From an optimization exercise on the open Yosys and OpenROAD flow, aimed at small area and a short achievable clock period; shortcuts taken in it are not production practice.
Function was checked by simulation only, so behaviour that the tests miss may differ from the original.
Power and IR drop assume default switching activity.

// processador_pipeline_modular
module processador_pipeline_modular(
    input clock,
    input reset,
    output [31:0] imem_addr,
    input  [31:0] imem_data,
    output [31:0] dmem_addr,
    output [31:0] dmem_wdata,
    output        dmem_we,
    output        dmem_re,
    input  [31:0] dmem_rdata
);
Settings: LEC_CHECK=0, CAP_MARGIN=20, CORE_MARGIN=2, CORE_UTILIZATION=45, SLEW_MARGIN=20; clock period 13.0 ns.
standard.sh (not shown) runs the stock make flow with config.mk's settings and CLKGATE_MAP_FILE= SYNTH_SCRIPT=/design/flow/synth_recipe.tcl, a recipe that flattens the netlist after the stock synthesis.
==> flow/flow/run.sh <==
#!/bin/bash
# Standard ORFS flow (the standard.sh) with a timing-driven repair margin,
# port buffers of a fixed drive, and a clock tree of large clusters without
# dummy loads. The full make output is kept in flow_make.log.
set -uo pipefail
bash standard.sh \
  SETUP_SLACK_MARGIN=9.3 \
  MATCH_CELL_FOOTPRINT=0 \
  "BUFFER_PORTS_ARGS=-buffer_cell sky130_fd_sc_hd__buf_2" \
  "CTS_ARGS=-sink_clustering_enable -repair_clock_nets -dont_use_dummy_load -buf_list sky130_fd_sc_hd__clkbuf_16 -sink_clustering_size 20 -sink_clustering_max_diameter 200" \
  finish > flow_make.log 2>&1
rc=$?
tail -20 flow_make.log
exit $rc
Change:
--- a/flow/design.v
+++ b/flow/design.v
@@ -19,17 +19,16 @@
     reg  [11:0] idex_imm;
     reg         idex_imm_s;
     reg  [31:0] idex_pc;
     reg         idex_a_m, idex_a_w, idex_a_r;           
     reg         idex_b_m, idex_b_w, idex_b_r, idex_b_i;  
     reg         idex_s_m, idex_s_w, idex_s_r;           
     reg         idex_add, idex_sub, idex_or, idex_srl, idex_and;
     reg  [31:0] exmem_alu, exmem_wdata;
-    reg         exmem_ld;        
     reg  [4:0]  exmem_rd;
     reg         exmem_regwrite, exmem_memread, exmem_memwrite, exmem_taken;
     reg  [31:0] memwb_data;
     reg  [4:0]  memwb_rd;
     reg         memwb_regwrite;
     wire        wb_we = memwb_regwrite && (memwb_rd != 5'd0);
     wire [1023:0] rf_flat;
     wire [31:0]   rf_valid;
@@ -117,17 +116,17 @@
                          ({32{idex_and}} & (ex_a & ex_b)) |
                          ({32{idex_srl}} & ex_shr);
     wire ex_taken = idex_branch && (ex_a == ex_sd);
     wire taken = exmem_taken;
     assign dmem_addr  = exmem_alu;
     assign dmem_wdata = exmem_wdata;
     assign dmem_we    = exmem_memwrite;
     assign dmem_re    = exmem_memread;
-    wire [31:0] mem_wb_next = exmem_ld ? dmem_rdata : exmem_alu;
+    wire [31:0] mem_wb_next = exmem_memread ? dmem_rdata : exmem_alu;
     assign imem_addr = pc;
     always @(posedge clock or posedge reset) begin
         if (reset)
             pc <= 32'b0;
         else if (!stall)
             pc <= taken ? idex_pc + {{20{idex_imm_s}}, idex_imm} : pc + 32'd4;
     end
     always @(posedge clock or posedge reset) begin
@@ -187,17 +186,16 @@
             exmem_memwrite <= 1'b0; exmem_taken   <= 1'b0;
         end else begin
             exmem_regwrite <= idex_regwrite; exmem_memread <= idex_memread;
             exmem_memwrite <= idex_memwrite; exmem_taken   <= ex_taken;
         end
     end
     always @(posedge clock) begin
         exmem_alu   <= ex_res;
-        exmem_ld    <= idex_memread;
         exmem_wdata <= ex_sd;
         exmem_rd    <= idex_rd;
     end
     always @(posedge clock or posedge reset) begin
         if (reset)
             memwb_regwrite <= 1'b0;
         else
             memwb_regwrite <= exmem_regwrite;
Effect:
- setup slack loses 0.046 ns
- via count is about the same
- fmax shrinks by about 1.2%
- hold slack gains 0.013 ns
- sequential share of layout area grows by 0.29 points
- die area is about the same
- synthesized cell count hardly moves
- clock power barely changes
- area after synthesis stays flat
- sequential power shrinks by about 0.8%
- utilization shrinks by 0.29 points

---

run A:
RTL: one of the versions met above, not the one the previous note started from.
Size: roughly 4800 cells after synthesis, about 1400 flip-flops.
Settings: LEC_CHECK=0, CAP_MARGIN=20, CORE_MARGIN=2, CORE_UTILIZATION=45, SLEW_MARGIN=20; clock period 13.0 ns.
==> flow/flow/run.sh <==
#!/bin/bash
# Standard ORFS flow (the standard.sh) with a timing-driven repair margin,
# port buffers of a fixed drive, and a clock tree of large clusters without
# dummy loads. The full make output is kept in flow_make.log.
set -uo pipefail
bash standard.sh \
  SETUP_SLACK_MARGIN=9.0 \
  MATCH_CELL_FOOTPRINT=0 \
  "BUFFER_PORTS_ARGS=-buffer_cell sky130_fd_sc_hd__buf_2" \
  "CTS_ARGS=-sink_clustering_enable -repair_clock_nets -dont_use_dummy_load -buf_list sky130_fd_sc_hd__clkbuf_16 -sink_clustering_size 20 -sink_clustering_max_diameter 200" \
  finish > flow_make.log 2>&1
rc=$?
tail -20 flow_make.log
exit $rc
Run A | status: complete | timing, DRC, antenna: pass
Changes in run B relative to run A:
-- flow/design.v --
<<< run A, line 19
    reg  [11:0] idex_imm;
    reg         idex_imm_s;
    reg  [31:0] idex_pc;
    reg         idex_a_m, idex_a_w, idex_a_r;           
    reg         idex_b_m, idex_b_w, idex_b_r, idex_b_i;  
>>> run B, line 19
    reg  [11:0] idex_imm;
    reg         idex_imm_s;
    reg  [31:0] idex_target;
    reg         idex_a_m, idex_a_w, idex_a_r;           
    reg         idex_b_m, idex_b_w, idex_b_r, idex_b_i;  
<<< run A, line 85
                         is_br ? {ifid_inst[7], ifid_inst[30:25], ifid_inst[11:8], 1'b0} :
                                 ifid_inst[31:20];
    wire        v1 = rf_valid[rs1];
    wire        v2 = rf_valid[rs2];
    wire [31:0] sel1 = (32'b1 << rs1) & rf_valid;
    wire [31:0] sel2 = (32'b1 << rs2) & rf_valid;
>>> run B, line 85
                         is_br ? {ifid_inst[7], ifid_inst[30:25], ifid_inst[11:8], 1'b0} :
                                 ifid_inst[31:20];
    wire [31:0] id_imm32 = {{20{ifid_inst[31]}}, id_imm};
    wire [31:0] sel1 = (32'b1 << rs1) & rf_valid;
    wire [31:0] sel2 = (32'b1 << rs2) & rf_valid;
<<< run A, line 92
    integer i;
    always @(*) begin
        id_rd1 = {27'b0, rs1 & {5{~v1}}};
        id_rd2 = {27'b0, rs2 & {5{~v2}}};
        for (i = 1; i < 32; i = i + 1) begin
            id_rd1 = id_rd1 | ({32{sel1[i]}} & rf_flat[32*i +: 32]);
>>> run B, line 91
    integer i;
    always @(*) begin
        id_rd1 = {27'b0, rs1 & {5{~|sel1}}};
        id_rd2 = {27'b0, rs2 & {5{~|sel2}}};
        for (i = 1; i < 32; i = i + 1) begin
            id_rd1 = id_rd1 | ({32{sel1[i]}} & rf_flat[32*i +: 32]);
<<< run A, line 128
            pc <= 32'b0;
        else if (!stall)
            pc <= taken ? idex_pc + {{20{idex_imm_s}}, idex_imm} : pc + 32'd4;
    end
    always @(posedge clock or posedge reset) begin
>>> run B, line 127
            pc <= 32'b0;
        else if (!stall)
            pc <= taken ? idex_target : pc + 32'd4;
    end
    always @(posedge clock or posedge reset) begin
<<< run A, line 156
    end
    always @(posedge clock)
        if (!(taken || stall)) begin
            idex_pc    <= ifid_pc;
            idex_imm   <= id_imm;
            idex_imm_s <= ifid_inst[31];
        end
    always @(posedge clock) begin
        idex_rd    <= rd;
        idex_rd1   <= id_rd1;
        idex_rd2   <= id_rd2;
        idex_a_m   <= m1;
        idex_a_w   <= !m1 && w1;
>>> run B, line 155
    end
    always @(posedge clock)
        if (!(taken || stall))
            idex_target <= ifid_pc + id_imm32;
    always @(posedge clock) begin
        idex_rd    <= rd;
        idex_rd1   <= id_rd1;
        idex_rd2   <= id_rd2;
        idex_imm   <= id_imm;
        idex_imm_s <= ifid_inst[31];
        idex_a_m   <= m1;
        idex_a_w   <= !m1 && w1;
### Flow results
- Of run B and run A, run B shows the lower share of the final layout cell area in multi-input gates, with run A above it.
- [run B vs run A] layout filler cell count: lower in run B
- Share of the clock period used by the worst path: run B > run A
- Between run B and run A, the port buffer count figures differ only marginally.
- Run A leaves more setup margin than run B.
- Looking at post-route standard cell area excluding fillers across both flows, run B is the stronger of the two, with run A trailing.
- Between run B and run A, sequential share of layout area is lower for run A, run B comes in above that.
- Run B against run A: signed area change from the synthesized netlist to the final layout saw little to no change, cell count along the critical path saw an increase.
- Diff run A -> run B | via count normalized by instance count | up slightly
- Post-layout total power delta (run B − run A): unfavourable

[afterwards: timing with drivers on the ports]
How much do the figures lean on ideal ports? The routed layouts below were timed once more, with nothing changed but the port constraints. Step 1 sets driving cells, clkbuf_16 on the clock port and buf_2 on the other inputs (assumed; they add their load-dependent delay and slew). Step 2 also shifts input and output timing later by t, the mid clock arrival at the registers, as if the neighbouring blocks saw the same clock. Three values: no drivers, after step 1, after step 2; two values: the first two.
| run | t, ns | setup slack, ns | worst setup path after step 2 | worst data-port slew with drivers (ns) |
|---|---|---|---|---|
| the first run of note 1 | 0.778 | 9.100 / 9.021 / 8.997 | input, reset recovery | 0.08 |
| the second run of note 1 | 0.761 | 9.053 / 8.976 / 9.036 | input, reset recovery | 0.09 |
| run A | 0.780 | 8.999 / 8.915 / 8.859 | input, reset recovery | 0.08 |
| run B | 0.771 | 8.851 / 8.851 / 8.649 | input, reset recovery | 0.09 |
After both steps setup and hold are still met in every run listed. For run B, which loses most, drivers alone change the setup slack by 0.000 ns; drivers and shift together by -0.202 ns. The worst setup slack also covers recovery checks on asynchronous resets.
